Context: an optimization exercise on an open-source flow, tuned for small area and a short achievable clock period. The choices shown serve that exercise and are no tape-out recipe.
Function was checked by simulation only, so behaviour that the tests miss may differ from the original.
Power figures rest on the tool's default switching activity, not on a simulated workload.

[flow/constraint.sdc]
create_clock -name core_clock -period 400.0 [get_ports {clk}]
set_input_delay 80.0000 -clock core_clock [delete_from_list [all_inputs] [get_ports {clk}]]
set_output_delay 80.0000 -clock core_clock [all_outputs]
set_load 0.01 [all_outputs]
[flow/run.sh]
#!/bin/bash
# synth_recipe.tcl (not shown) runs the flow's synth.tcl, then flattens the netlist and writes it again
# the make line also repeats each setting of config.mk as NAME=value (left out here)
make -C /OpenROAD-flow-scripts/flow DESIGN_CONFIG=/design/flow/config.mk WORK_HOME=/design/flow/orfs CLKGATE_MAP_FILE= SYNTH_SCRIPT=/design/flow/synth_recipe.tcl finish
[flow/config.mk]
export PLATFORM = sky130hd
export DESIGN_NAME = sparc_alu_reg
export DESIGN_NICKNAME = sparc_alu_reg
export VERILOG_FILES = /design/flow/design.v
export SDC_FILE = /design/flow/constraint.sdc
export NUM_CORES = 8
export LEC_CHECK = 0
export CAP_MARGIN = 20
export CORE_MARGIN = 2
export CORE_UTILIZATION = 40
export SLEW_MARGIN = 20
[flow/design.v]
module sparc_alu_reg (
    input             clk,
    input      [31:0] valA_in,
    input      [31:0] valB_in,
    input      [1:0]  op_in,
    input      [2:0]  op2_in,
    input      [21:0] imm22_in,
    input      [5:0]  op3_in,
    input             i_in,
    input      [12:0] simm13_in,
    input      [31:0] pc_in,
    input             a_in,
    input      [3:0]  cond_in,
    input      [29:0] disp30_in,
    input      [3:0]  icc_in,
    input      [31:0] y_in,
    output reg [63:0] res_out,
    output reg [31:0] target_out,
    output reg        mux_sel_out,
    output reg [3:0]  icc_out,
    output reg [31:0] y_out,
    output reg        a_out,
    output reg        trap_out
);
    reg [31:0] r_valA, r_valB, r_pc, r_y;
    reg [1:0]  r_op;
    reg [2:0]  r_op2;
    reg [21:0] r_imm22;
    reg [5:0]  r_op3;
    reg        r_i, r_a;
    reg [12:0] r_simm13;
    reg [3:0]  r_cond, r_icc;
    reg [29:0] r_disp30;
    wire [63:0] w_res;
    wire [31:0] w_target, w_y;
    wire        w_mux_sel, w_a, w_trap;
    wire [3:0]  w_icc;
    always @(posedge clk) begin
        r_valA   <= valA_in;
        r_valB   <= valB_in;
        r_op     <= op_in;
        r_op2    <= op2_in;
        r_imm22  <= imm22_in;
        r_op3    <= op3_in;
        r_i      <= i_in;
        r_simm13 <= simm13_in;
        r_pc     <= pc_in;
        r_a      <= a_in;
        r_cond   <= cond_in;
        r_disp30 <= disp30_in;
        r_icc    <= icc_in;
        r_y      <= y_in;
        res_out     <= w_res;
        target_out  <= w_target;
        mux_sel_out <= w_mux_sel;
        icc_out     <= w_icc;
        y_out       <= w_y;
        a_out       <= w_a;
        trap_out    <= w_trap;
    end
    ALU alu (
        .ALU_valA_in(r_valA), .ALU_valB_in(r_valB), .ALU_op_in(r_op),
        .ALU_op2_in(r_op2), .ALU_imm22_in(r_imm22), .ALU_op3_in(r_op3),
        .ALU_i_in(r_i), .ALU_simm13_in(r_simm13), .ALU_res_out(w_res),
        .ALU_PC_in(r_pc), .ALU_a_in(r_a), .ALU_cond_in(r_cond),
        .ALU_rd_in(5'd0), .ALU_disp30_in(r_disp30),
        .ALU_target_address_out(w_target), .ALU_mux_sel_out(w_mux_sel),
        .clk(clk), .reset(1'b0), .ALU_icc_in(r_icc), .ALU_icc_out(w_icc),
        .ALU_Y_in(r_y), .ALU_Y_out(w_y), .ALU_a_out(w_a),
        .ALU_trap_out(w_trap)
    );
endmodule

module ALU
(
	input [31:0] ALU_valA_in,
	input [31:0] ALU_valB_in,
	input [1:0] ALU_op_in,
	input [2:0] ALU_op2_in,
	input [21:0] ALU_imm22_in,
	input [5:0] ALU_op3_in,
	input ALU_i_in,
	input [12:0] ALU_simm13_in,
	output logic [63:0] ALU_res_out,
	input [31:0] ALU_PC_in,
	input ALU_a_in,
	input [3:0] ALU_cond_in,
	input [4:0] ALU_rd_in,
	input [29:0] ALU_disp30_in,
	output logic [31:0] ALU_target_address_out,
	output logic ALU_mux_sel_out,
	input clk, 
	input reset,
	input [3:0] ALU_icc_in,
	output logic [3:0] ALU_icc_out,
	input [31:0] ALU_Y_in,
	output logic [31:0] ALU_Y_out,
	output logic ALU_a_out,
	output logic ALU_trap_out
);
logic [31:0] valB;
logic c, z, n, v;
always_comb begin
	ALU_mux_sel_out = 0;
	ALU_target_address_out = 0;
	ALU_icc_out = ALU_icc_in;
	ALU_Y_out = ALU_Y_in;
	ALU_a_out = ALU_a_in;
	ALU_trap_out = 0;
	c = 0;
	z = 0;
	n = 0;
	v = 0;
	if (ALU_i_in)
		valB = 32'(signed'(ALU_simm13_in));
	else
		valB = ALU_valB_in;
	ALU_res_out = ALU_valA_in + valB;
	if (ALU_op_in == 2'b01) begin  
		ALU_target_address_out = ALU_PC_in + (4*ALU_disp30_in);
		ALU_mux_sel_out = 1;
		ALU_res_out = ALU_PC_in;
		ALU_a_out = 0;
	end
	if (ALU_op_in == 2'b11) begin  
			ALU_res_out = ALU_valA_in + valB;
	end
	if (ALU_op_in == 2'b00) begin 
		if (ALU_op2_in == 3'b100)
			ALU_res_out = {ALU_imm22_in, 10'b0000000000};
		if (ALU_op2_in == 3'b010) begin  
			c = ALU_icc_in[0];
			v = ALU_icc_in[1];
			z = ALU_icc_in[2];
			n = ALU_icc_in[3];
			ALU_target_address_out = ALU_PC_in + (4*(32'(signed'(ALU_imm22_in))));
			if (ALU_cond_in == 4'b1000) begin
				ALU_mux_sel_out = 1;
			end
			if (ALU_cond_in == 4'b0000) begin
				ALU_mux_sel_out = 0;
			end
			if (ALU_cond_in == 4'b1001) begin
				if (~z)	begin
					ALU_mux_sel_out = 1;
					ALU_a_out = 0;
				end
			end
			if (ALU_cond_in == 4'b0001) begin
				if (z) begin	
					ALU_mux_sel_out = 1;
					ALU_a_out = 0;
				end
			end
			if (ALU_cond_in == 4'b1010) begin
				if (~(z || (n ^ v))) begin
					ALU_mux_sel_out = 1;
					ALU_a_out = 0;
				end
			end
			if (ALU_cond_in == 4'b0010) begin
				if (z || (n ^ v)) begin		
					ALU_mux_sel_out = 1;
					ALU_a_out = 0;
				end
			end
			if (ALU_cond_in == 4'b1011) begin
				if (~(n ^ v)) begin		
					ALU_mux_sel_out = 1;
					ALU_a_out = 0;
				end
			end
			if (ALU_cond_in == 4'b0011) begin
				if (n ^ v) begin		
					ALU_mux_sel_out = 1;
					ALU_a_out = 0;
				end
			end
			if (ALU_cond_in == 4'b1100) begin
				if (~(c || z)) begin		
					ALU_mux_sel_out = 1;
					ALU_a_out = 0;
				end
			end
			if (ALU_cond_in == 4'b0100) begin
				if (c || z) begin		
					ALU_mux_sel_out = 1;
					ALU_a_out = 0;
				end
			end
			if (ALU_cond_in == 4'b1101) begin
				if (~c) begin		
					ALU_mux_sel_out = 1;
					ALU_a_out = 0;
				end
			end
			if (ALU_cond_in == 4'b0101) begin
				if (c) begin		
					ALU_mux_sel_out = 1;
					ALU_a_out = 0;
				end
			end
			if (ALU_cond_in == 4'b1110) begin
				if (~n) begin		
					ALU_mux_sel_out = 1;
					ALU_a_out = 0;
				end
			end
			if (ALU_cond_in == 4'b0110) begin
				if (n) begin		
					ALU_mux_sel_out = 1;
					ALU_a_out = 0;
				end
			end
			if (ALU_cond_in == 4'b1111) begin
				if (~v)	begin
					ALU_mux_sel_out = 1;
					ALU_a_out = 0;
				end
			end
			if (ALU_cond_in == 4'b0111) begin
				if (v) begin		
					ALU_mux_sel_out = 1;
					ALU_a_out = 0;
				end
			end
		end
	end
	if (ALU_op_in == 2'b10) begin  
		if (ALU_op3_in == 6'b100101) 
			ALU_res_out = ALU_valA_in << valB[4:0];			
		if (ALU_op3_in == 6'b100110)
			ALU_res_out = ALU_valA_in >> valB[4:0];
		if (ALU_op3_in == 6'b100111)
			ALU_res_out = 32'(signed'(ALU_valA_in)) >>> valB[4:0];
		if (ALU_op3_in == 6'b000001)
			ALU_res_out = ALU_valA_in & valB;
		if (ALU_op3_in == 6'b010001) begin
			ALU_res_out = ALU_valA_in & valB;
			z = ALU_res_out?0:1;
			ALU_icc_out = ALU_icc_in;
			ALU_icc_out[2] = z;
		end
		if (ALU_op3_in == 6'b000101	)
			ALU_res_out = ALU_valA_in & (~valB);
		if (ALU_op3_in == 6'b010101) begin
			ALU_res_out = ALU_valA_in & (~valB);
			z = ALU_res_out?0:1;
			ALU_icc_out = ALU_icc_in;
			ALU_icc_out[2] = z;
		end
		if (ALU_op3_in == 6'b000010)
			ALU_res_out = ALU_valA_in | valB;
		if (ALU_op3_in == 6'b010010) begin
			ALU_res_out = ALU_valA_in | valB;
			z = ALU_res_out?0:1;
			ALU_icc_out = ALU_icc_in;
			ALU_icc_out[2] = z;
		end
		if (ALU_op3_in == 6'b000110)
			ALU_res_out = ALU_valA_in | (~valB);
		if (ALU_op3_in == 6'b010110) begin
			ALU_res_out = ALU_valA_in | (~valB);
			z = ALU_res_out?0:1;
			ALU_icc_out = ALU_icc_in;
			ALU_icc_out[2] = z;
		end
		if (ALU_op3_in == 6'b000011)
			ALU_res_out = ALU_valA_in ^ valB;
		if (ALU_op3_in == 6'b010011) begin
			ALU_res_out = ALU_valA_in ^ valB;
			z = ALU_res_out?0:1;
			ALU_icc_out = ALU_icc_in;
			ALU_icc_out[2] = z;
		end
		if (ALU_op3_in == 6'b000111)
			ALU_res_out = ALU_valA_in ^ (~valB);
		if (ALU_op3_in == 6'b010111) begin
			ALU_res_out = ALU_valA_in ^ (~valB);
			z = ALU_res_out?0:1;
			ALU_icc_out = ALU_icc_in;
			ALU_icc_out[2] = z;
		end
		if (ALU_op3_in == 6'b000000 || ALU_op3_in == 6'b111100 || ALU_op3_in == 6'b111101)
			ALU_res_out = ALU_valA_in + valB;
		if (ALU_op3_in == 6'b010000) begin
			ALU_res_out = ALU_valA_in + valB;
			c = ALU_res_out[32];
			z = ALU_res_out?0:1;
			n = ALU_res_out[31]?1:0;
			v = 0;
			if ((ALU_valA_in[31] == valB[31]) && (ALU_valA_in[31] != ALU_res_out[31]))
				v = 1;
			ALU_icc_out = {n,z,v,c};
		end
		if (ALU_op3_in == 6'b001000)
			ALU_res_out = ALU_valA_in + valB + ALU_icc_in[0];
		if (ALU_op3_in == 6'b011000) begin
			ALU_res_out = ALU_valA_in + valB + ALU_icc_in[0];
			c = ALU_res_out[32];
			z = ALU_res_out?0:1;
			n = ALU_res_out[31]?1:0;
			v = 0;
			if ((ALU_valA_in[31] == valB[31]) && (ALU_valA_in[31] != ALU_res_out[31]))
				v = 1;
			ALU_icc_out = {n,z,v,c};
		end
		if (ALU_op3_in == 6'b100000) begin
			ALU_res_out = ALU_valA_in + valB;
			c = ALU_res_out[32];
			z = ALU_res_out?0:1;
			n = ALU_res_out[31]?1:0;
			v = 0;
			if (ALU_valA_in[0] || ALU_valA_in[1] || valB[0] || valB[1])
				v = 1;
			if ((ALU_valA_in[31] == valB[31]) && (ALU_valA_in[31] != ALU_res_out[31]))
				v = 1;
			ALU_icc_out = {n,z,v,c};
		end
		if (ALU_op3_in == 6'b100010) begin
			ALU_res_out = ALU_valA_in + valB;
			c = ALU_res_out[32];
			z = ALU_res_out?0:1;
			n = ALU_res_out[31]?1:0;
			v = 0;
			ALU_icc_out = {n,z,v,c};
			if (ALU_valA_in[0] || ALU_valA_in[1] || valB[0] || valB[1]) begin
				v = 1;
				ALU_icc_out = ALU_icc_in;
			end
			if ((ALU_valA_in[31] == valB[31]) && (ALU_valA_in[31] != ALU_res_out[31])) begin
				v = 1;
				ALU_icc_out = ALU_icc_in;
			end
		end
		if (ALU_op3_in == 6'b100001) begin
			ALU_res_out = ALU_valA_in - valB;
			c = ALU_res_out[32];
			z = ALU_res_out?0:1;
			n = ALU_res_out[31]?1:0;
			v = 0;
			if (ALU_valA_in[0] || ALU_valA_in[1] || valB[0] || valB[1]) begin
				v = 1;
			end
			if ((ALU_valA_in[31] != valB[31]) && (ALU_valA_in[31] != ALU_res_out[31]))
				v = 1;
			ALU_icc_out = {n,z,v,c};
		end
		if (ALU_op3_in == 6'b100011) begin
			ALU_res_out = ALU_valA_in - valB;
			c = ALU_res_out[32];
			z = ALU_res_out?0:1;
			n = ALU_res_out[31]?1:0;
			v = 0;
			ALU_icc_out = {n,z,v,c};
			if (ALU_valA_in[0] || ALU_valA_in[1] || valB[0] || valB[1]) begin
				v = 1;
				ALU_icc_out = ALU_icc_in;
			end
			if ((ALU_valA_in[31] != valB[31]) && (ALU_valA_in[31] != ALU_res_out[31])) begin
				v = 1;
				ALU_icc_out = ALU_icc_in;
			end
		end
		if (ALU_op3_in == 6'b000100)
			ALU_res_out = ALU_valA_in - valB;
		if (ALU_op3_in == 6'b010100) begin
			ALU_res_out = ALU_valA_in - valB;
			c = ALU_res_out[32];
			z = ALU_res_out?0:1;
			n = ALU_res_out[31]?1:0;
			v = 0;
			if ((ALU_valA_in[31] != valB[31]) && (ALU_valA_in[31] != ALU_res_out[31]))
				v = 1;
			ALU_icc_out = {n,z,v,c};
		end
		if (ALU_op3_in == 6'b001100)
			ALU_res_out = ALU_valA_in - valB - ALU_icc_in[0];
		if (ALU_op3_in == 6'b011100) begin
			ALU_res_out = ALU_valA_in - valB - ALU_icc_in[0];
			c = ALU_res_out[32];
			z = ALU_res_out?0:1;
			n = ALU_res_out[31]?1:0;
			v = 0;
			if ((ALU_valA_in[31] != valB[31]) && (ALU_valA_in[31] != ALU_res_out[31]))
				v = 1;
			ALU_icc_out = {n,z,v,c};
		end
		if (ALU_op3_in == 6'b100100) begin
			logic [31:0] step2;
			step2 = {(ALU_icc_in[3] ^ ALU_icc_in[1]), (ALU_valA_in>>1)};
			if (ALU_Y_in[0])
				ALU_res_out = valB + step2;
			else
				ALU_res_out = 0 + step2;
			c = ALU_res_out[32];
			z = ALU_res_out?0:1;
			n = ALU_res_out[31]?1:0;
			v = 0;
			if ((ALU_valA_in[31] == valB[31]) && (ALU_valA_in[31] != ALU_res_out[31]))
				v = 1;
			ALU_icc_out = {n,z,v,c};
			ALU_Y_out = {ALU_valA_in[0], ALU_Y_in[31:1]};
		end
		if (ALU_op3_in == 6'b001010) 
			ALU_res_out = ALU_valA_in * valB;
		if (ALU_op3_in == 6'b001011) 
			ALU_res_out = 64'(signed'(ALU_valA_in * valB));
		if (ALU_op3_in == 6'b011010) begin 
			ALU_res_out = ALU_valA_in * valB;
			n = ALU_res_out[31]?1:0;
			z = (ALU_res_out[31:0] == 0)?1:0;
			v = 0;
			c = 0;
			ALU_icc_out = {n,z,v,c};
		end
		if (ALU_op3_in == 6'b011011) begin 
			ALU_res_out = 64'(signed'(ALU_valA_in * valB));
			n = ALU_res_out[31]?1:0;
			z = (ALU_res_out[31:0] == 0)?1:0;
			v = 0;
			c = 0;
			ALU_icc_out = {n,z,v,c};
		end
		if (ALU_op3_in == 6'b001110)  begin
			logic [31:0] quotient, remainder;
			logic [32:0] result;
			quotient = {ALU_Y_in,ALU_valA_in} / valB;
			remainder = {ALU_Y_in,ALU_valA_in} % valB;
			result = remainder + quotient;
			if ((result>(2**32)-1) && (remainder == valB-1)) 
				ALU_res_out = 32'hffffffff;
			else
				ALU_res_out = quotient;			
		end
		if (ALU_op3_in == 6'b011110)  begin
			logic [31:0] quotient, remainder;
			logic [32:0] result;
			quotient = {ALU_Y_in,ALU_valA_in} / valB;
			remainder = {ALU_Y_in,ALU_valA_in} % valB;
			result = remainder + quotient;
			if ((result>(2**32)-1) && (remainder == valB-1)) begin
				ALU_res_out = 32'hffffffff;
				v = 1;
			end
			else begin
				ALU_res_out = quotient;			
				v = 0;
			end
			n = ALU_res_out[31]?1:0;
			z = (ALU_res_out[31:0] == 0)?1:0;
			c = 0;
			ALU_icc_out = {n,z,v,c};
		end
		if (ALU_op3_in == 6'b001111) begin
			logic [31:0] quotient;
			logic [30:0] remainder;
			logic [31:0] result;
			quotient = {ALU_Y_in,ALU_valA_in} / valB;
			remainder = {ALU_Y_in,ALU_valA_in} % valB;
			result = remainder + quotient;
			if (result[31]) begin  
				if ((result < (-2**31)) && remainder == 0)
					ALU_res_out = 32'(signed'('h80000000));
				else 	
					ALU_res_out = quotient;			
			end
			else begin
				if ((result > (2**31)-1) && (remainder == valB[30:0]-1)) 
					ALU_res_out = 32'h7fffffff;
				else
					ALU_res_out = quotient;			
			end
		end
		if (ALU_op3_in == 6'b011111)  begin
			logic [31:0] quotient;
			logic [30:0] remainder;
			logic [31:0] result;
			quotient = {ALU_Y_in,ALU_valA_in} / valB;
			remainder = {ALU_Y_in,ALU_valA_in} % valB;
			result = remainder + quotient;
			if (result[31]) begin  
				if ((result < (-2**31)) && remainder == 0) begin
					v = 1;
					ALU_res_out = 32'(signed'('h80000000));
				end 
				else begin 	
					ALU_res_out = quotient;			
					v = 0;
				end
			end
			else begin
				if ((result > (2**31)-1) && (remainder == valB[30:0]-1)) begin
					ALU_res_out = 32'h7fffffff;
					v = 1;
				end
				else begin
					v = 0;
					ALU_res_out = quotient;			
				end
			end
			n = ALU_res_out[31]?1:0;
			z = (ALU_res_out[31:0] == 0)?1:0;
			c = 0;
			ALU_icc_out = {n,z,v,c};
		end
		if (ALU_op3_in == 6'b111000) begin
			ALU_target_address_out = ALU_valA_in + valB;
			ALU_res_out = ALU_PC_in;
			ALU_mux_sel_out = 1;
		end
		if (ALU_op3_in == 6'b101000)
			ALU_res_out = ALU_Y_in;
		if (ALU_op3_in == 6'b110000)
			ALU_res_out = {ALU_valA_in ^ valB, 32'h00000000} ;  
		if (ALU_op3_in == 6'b111010) begin
			c = ALU_icc_in[0];
			v = ALU_icc_in[1];
			z = ALU_icc_in[2];
			n = ALU_icc_in[3];
			ALU_res_out = 0;  
			if (ALU_cond_in == 4'b1000) begin
				ALU_trap_out = 1;
			end
			if (ALU_cond_in == 4'b1001) begin
				if (~z)
					ALU_trap_out = 1;
			end
			if (ALU_cond_in == 4'b0001) begin
				if (z)
					ALU_trap_out = 1;
			end
			if (ALU_cond_in == 4'b1010) begin
				if (~(z || (n ^ v)))
					ALU_trap_out = 1;
			end
			if (ALU_cond_in == 4'b0010) begin
				if ((z || (n ^ v)))
					ALU_trap_out = 1;
			end
			if (ALU_cond_in == 4'b1011) begin
				if (~(n ^ v))
					ALU_trap_out = 1;
			end
			if (ALU_cond_in == 4'b0011) begin
				if ((n ^ v))
					ALU_trap_out = 1;
			end
			if (ALU_cond_in == 4'b1100) begin
				if (~(c || z))
					ALU_trap_out = 1;
			end
			if (ALU_cond_in == 4'b0100) begin
				if (c || z)
					ALU_trap_out = 1;
			end
			if (ALU_cond_in == 4'b1101) begin
				if (~c)
					ALU_trap_out = 1;
			end
			if (ALU_cond_in == 4'b0101) begin
				if (c)
					ALU_trap_out = 1;
			end
			if (ALU_cond_in == 4'b1110) begin
				if (~n)
					ALU_trap_out = 1;
			end
			if (ALU_cond_in == 4'b0100) begin
				if (n)
					ALU_trap_out = 1;
			end
			if (ALU_cond_in == 4'b1111) begin
				if (~v)
					ALU_trap_out = 1;
			end
			if (ALU_cond_in == 4'b0111) begin
				if (v)
					ALU_trap_out = 1;
			end
		end
	end
end		
endmodule
==> notes.md <==
kinds of logic after synthesis:
kind of cell,synth area share
fa+ha+maj,0.287
compound gates,0.255
simple gates,0.221
xor+xnor,0.0789
mux,0.0435
flops,0.0452
buf+inv,0.0689
through the flow:
step	hold slack, ns	worst slack [ns]
global placement	0.490	57.22
floorplan	0.429	76.81
finish	0.492	45.34
detailed placement	0.461	52.80
global route	0.506	16.93
CTS	0.493	51.69
state kept, by name, indices dropped and copies added (netlist names), 2 cells and up:
signal,flops
r_simm13,13
r_valB,32
icc_out,4
res_out,64
r_imm22,22
r_y,32
r_pc,32
r_op,2
r_valA,32
r_op2,3
r_op3,6
r_disp30,30
target_out,32
r_cond,4
y_out,32
r_icc,4
layer usage:
layer  up-vias  global-route usage
li1      75700                   -
met1     80700               0.483
met2      9090               0.606
met3      2447               0.108
met4        46               0.287
met5         -                   0
synthesized netlist by cell type (191+ instances only):
cell type  instances
nor2b_1          202
fa_1             903
mux2_2           345
xnor2_1          770
mux2i_1          252
a21o_1           402
dfxtp_1          349
a211oi_1         245
o211ai_1         191
o21a_1           690
nor2_1          2266
clkbuf_1         600
a21oi_1         1818
o31ai_1          283
nand2_1         2005
nor3_1           835
or2_2            253
inv_1           1599
xor2_1           608
ha_1            2100
o21ai_0          876
nand3_1          353
final cells by class:
cell class / count / area, µm² / share of cell area
well taps: 5175 / 6470 / 0.0388
multi-input cells: 18200 / 138000 / 0.825
repair buffers: 922 / 7930 / 0.0475
inverters: 1658 / 6270 / 0.0375
clock buffers: 54 / 1130 / 0.00674
clock inverters: 21 / 308 / 0.00184
flip-flops and latches: 349 / 7030 / 0.0421
diodes: 55 / 138 / 0.000824
==> flow_metrics.py <==
metrics = {
    "drt": {
        "dr_wl_met2_mm": 341,
        "wl_met3_mm": 85.7,
        "num_vias": 168000,
        "route.detailed.drc": 0,
        "wl_mm": 810,
        "wl_per_cell_um": 30.6,
        "dr.pass1.iters": 8,
        "highest_layer": "met5",
        "drt_iter0_drc": 19200,
        "vias_per_cell": 6.35,
        "final_antenna_net_count": 0,
        "met1_length_mm": 313,
    },
    "floorplanning": {
        "die_x_um": 626,
        "ios": 350,
        "chipHeight_um": 626,
        "num_rows": 228,
        "initial_core_util": 0.401,
        "die_area_um2": 392000,
        "core_um2": 385000,
    },
    "pwr": {
        "power_density_nw_per_um2": 4370,
        "p_seq_frac": 0,
        "p_leak_nw": 73.8,
        "power_frac_clock": 0,
        "power.clock.total_uw": 43.9,
        "ir_worst_vdd_mv": 4.89,
        "swShare": 0.594,
        "power_mw": 731,
        "pg_seq_uw": 43.9,
        "top_power_group": "combinational logic",
        "p_int_mw": 297,
        "pwr.group.combinational_mw": 731,
        "switchingPower_mw": 434,
        "comb_power_share": 1.000,
    },
    "cts": {
        "cts_tree": "yes",
        "clk_latency_ns": 0.77,
        "cts_resized": 0,
        "postCtsHoldBufs": 0,
        "postCtsSetupBuffers": 0,
        "htreeDepth": 2,
        "numCtsBuffers": 42,
        "cts_root_buf": "clkbuf_16",
        "path_clk_slew_ns": 0.07,
        "cts.sinks": 349,
        "clockBufferDepth": 3,
    },
    "finish": {
        "fillers": 39800,
        "drive_gt1_frac": 0.0819,
        "nets": 24400,
        "area_growth_pct": 7.97,
        "layout_common_cells": "nor2_1, ha_1, nand2_1, a21oi_1, inv_1",
        "mostFrequentLayoutCell": "nor2_1",
        "final_cell_count_no_fill": 26500,
        "fin_util": 0.433,
        "final_area_um2": 167000,
    },
    "synthesis": {
        "ys_ff_latch": 349,
        "yosysWarnings": 2,
        "synthArstFlopShare": 0,
        "syn_avg_cell_area_um2": 7.32,
        "synth_edf_count": 0,
        "synth_top_area_frac": 0.170,
        "yosys-top-cells-area": "ha_1, fa_1, a21oi_1",
        "yosys_most_used_dff": "dfxtp_1",
        "yosys.area.top_type": "ha_1",
        "syn-num-nets": 24300,
        "netlist_instances": 21100,
        "netlist_area_um2": 155000,
        "ys_types": 183,
        "synth_seq_area_share": 0.0452,
    },
    "timing": {
        "clock_skew_ns": 0.115,
        "fmax_ghz": 0.00282,
        "setup-violations-final": 0,
        "min_period_over_period": 0.887,
        "hold_violations": 0,
        "rsz0062_at_grt": "no",
        "min_period_ns": 354.66,
        "final.setup.tns_ns": 0,
        "relSlewSlack": 0.0201,
        "drv_slew": 0,
    },
    "global_route": {
        "grt_first_pass_wirelength_mm": 1140,
        "track_usage": 0.398,
        "antenna_found_initial": 101,
        "grt_max_degree": 76,
        "grt_overflow_total": 0,
        "grt_pass1_vias": 158000,
    },
    "worst_hold_path": {
        "hold_start": "r_a$_DFF_P_",
        "whs_endpoint": "a_out$_DFF_P_",
        "min_path_type": "register to register",
        "holdPathStages": 1,
    },
    "placement": {
        "hpwl_mm": 658,
        "dp_cells": 26300,
        "portBuffers": 349,
        "detailed_place.area_um2": 165000,
        "gp_congestion": 1.11,
    },
    "setup_path": {
        "timing.rr.end": "res_out[11]$_DFF_P_",
        "r2r_slack_ns": 45.34,
        "r2r_start": "r_i$_DFF_P_",
        "r2r_cells": 1646,
    },
    "run": {
        "drv_cap": 0,
    },
    "outcome": {
        "status": "complete, no violations",
    },
}

-- separate check: timing with driven ports --
The results above use ideal ports. As a check the final layout listed here was re-extracted and re-timed, cells and wires unchanged.
Step 1 (the two cells are an assumption about what drives the block):
set clk [get_ports {clk}]
set_driving_cell -lib_cell sky130_fd_sc_hd__clkbuf_16 $clk
set_driving_cell -lib_cell sky130_fd_sc_hd__buf_2 [delete_from_list [all_inputs] $clk]
Step 2 times the ports against the registers' clock, not the clock port: input delays grow and output delays shrink by t, the midpoint of the rising clock arrivals with the driver on.
a / b / c = ideal ports / drivers / drivers and shift; a / b = the first two.
shift t [ns]: 0.804
slack for setup (ns): 45.344 / 45.344 / 45.344
latest minus earliest clock arrival (ns): 0.116 / 0.115
After both steps this run still meets setup and hold. The setup slack of this run moves by 0.000 ns with the drivers and by 0.000 ns with both steps.
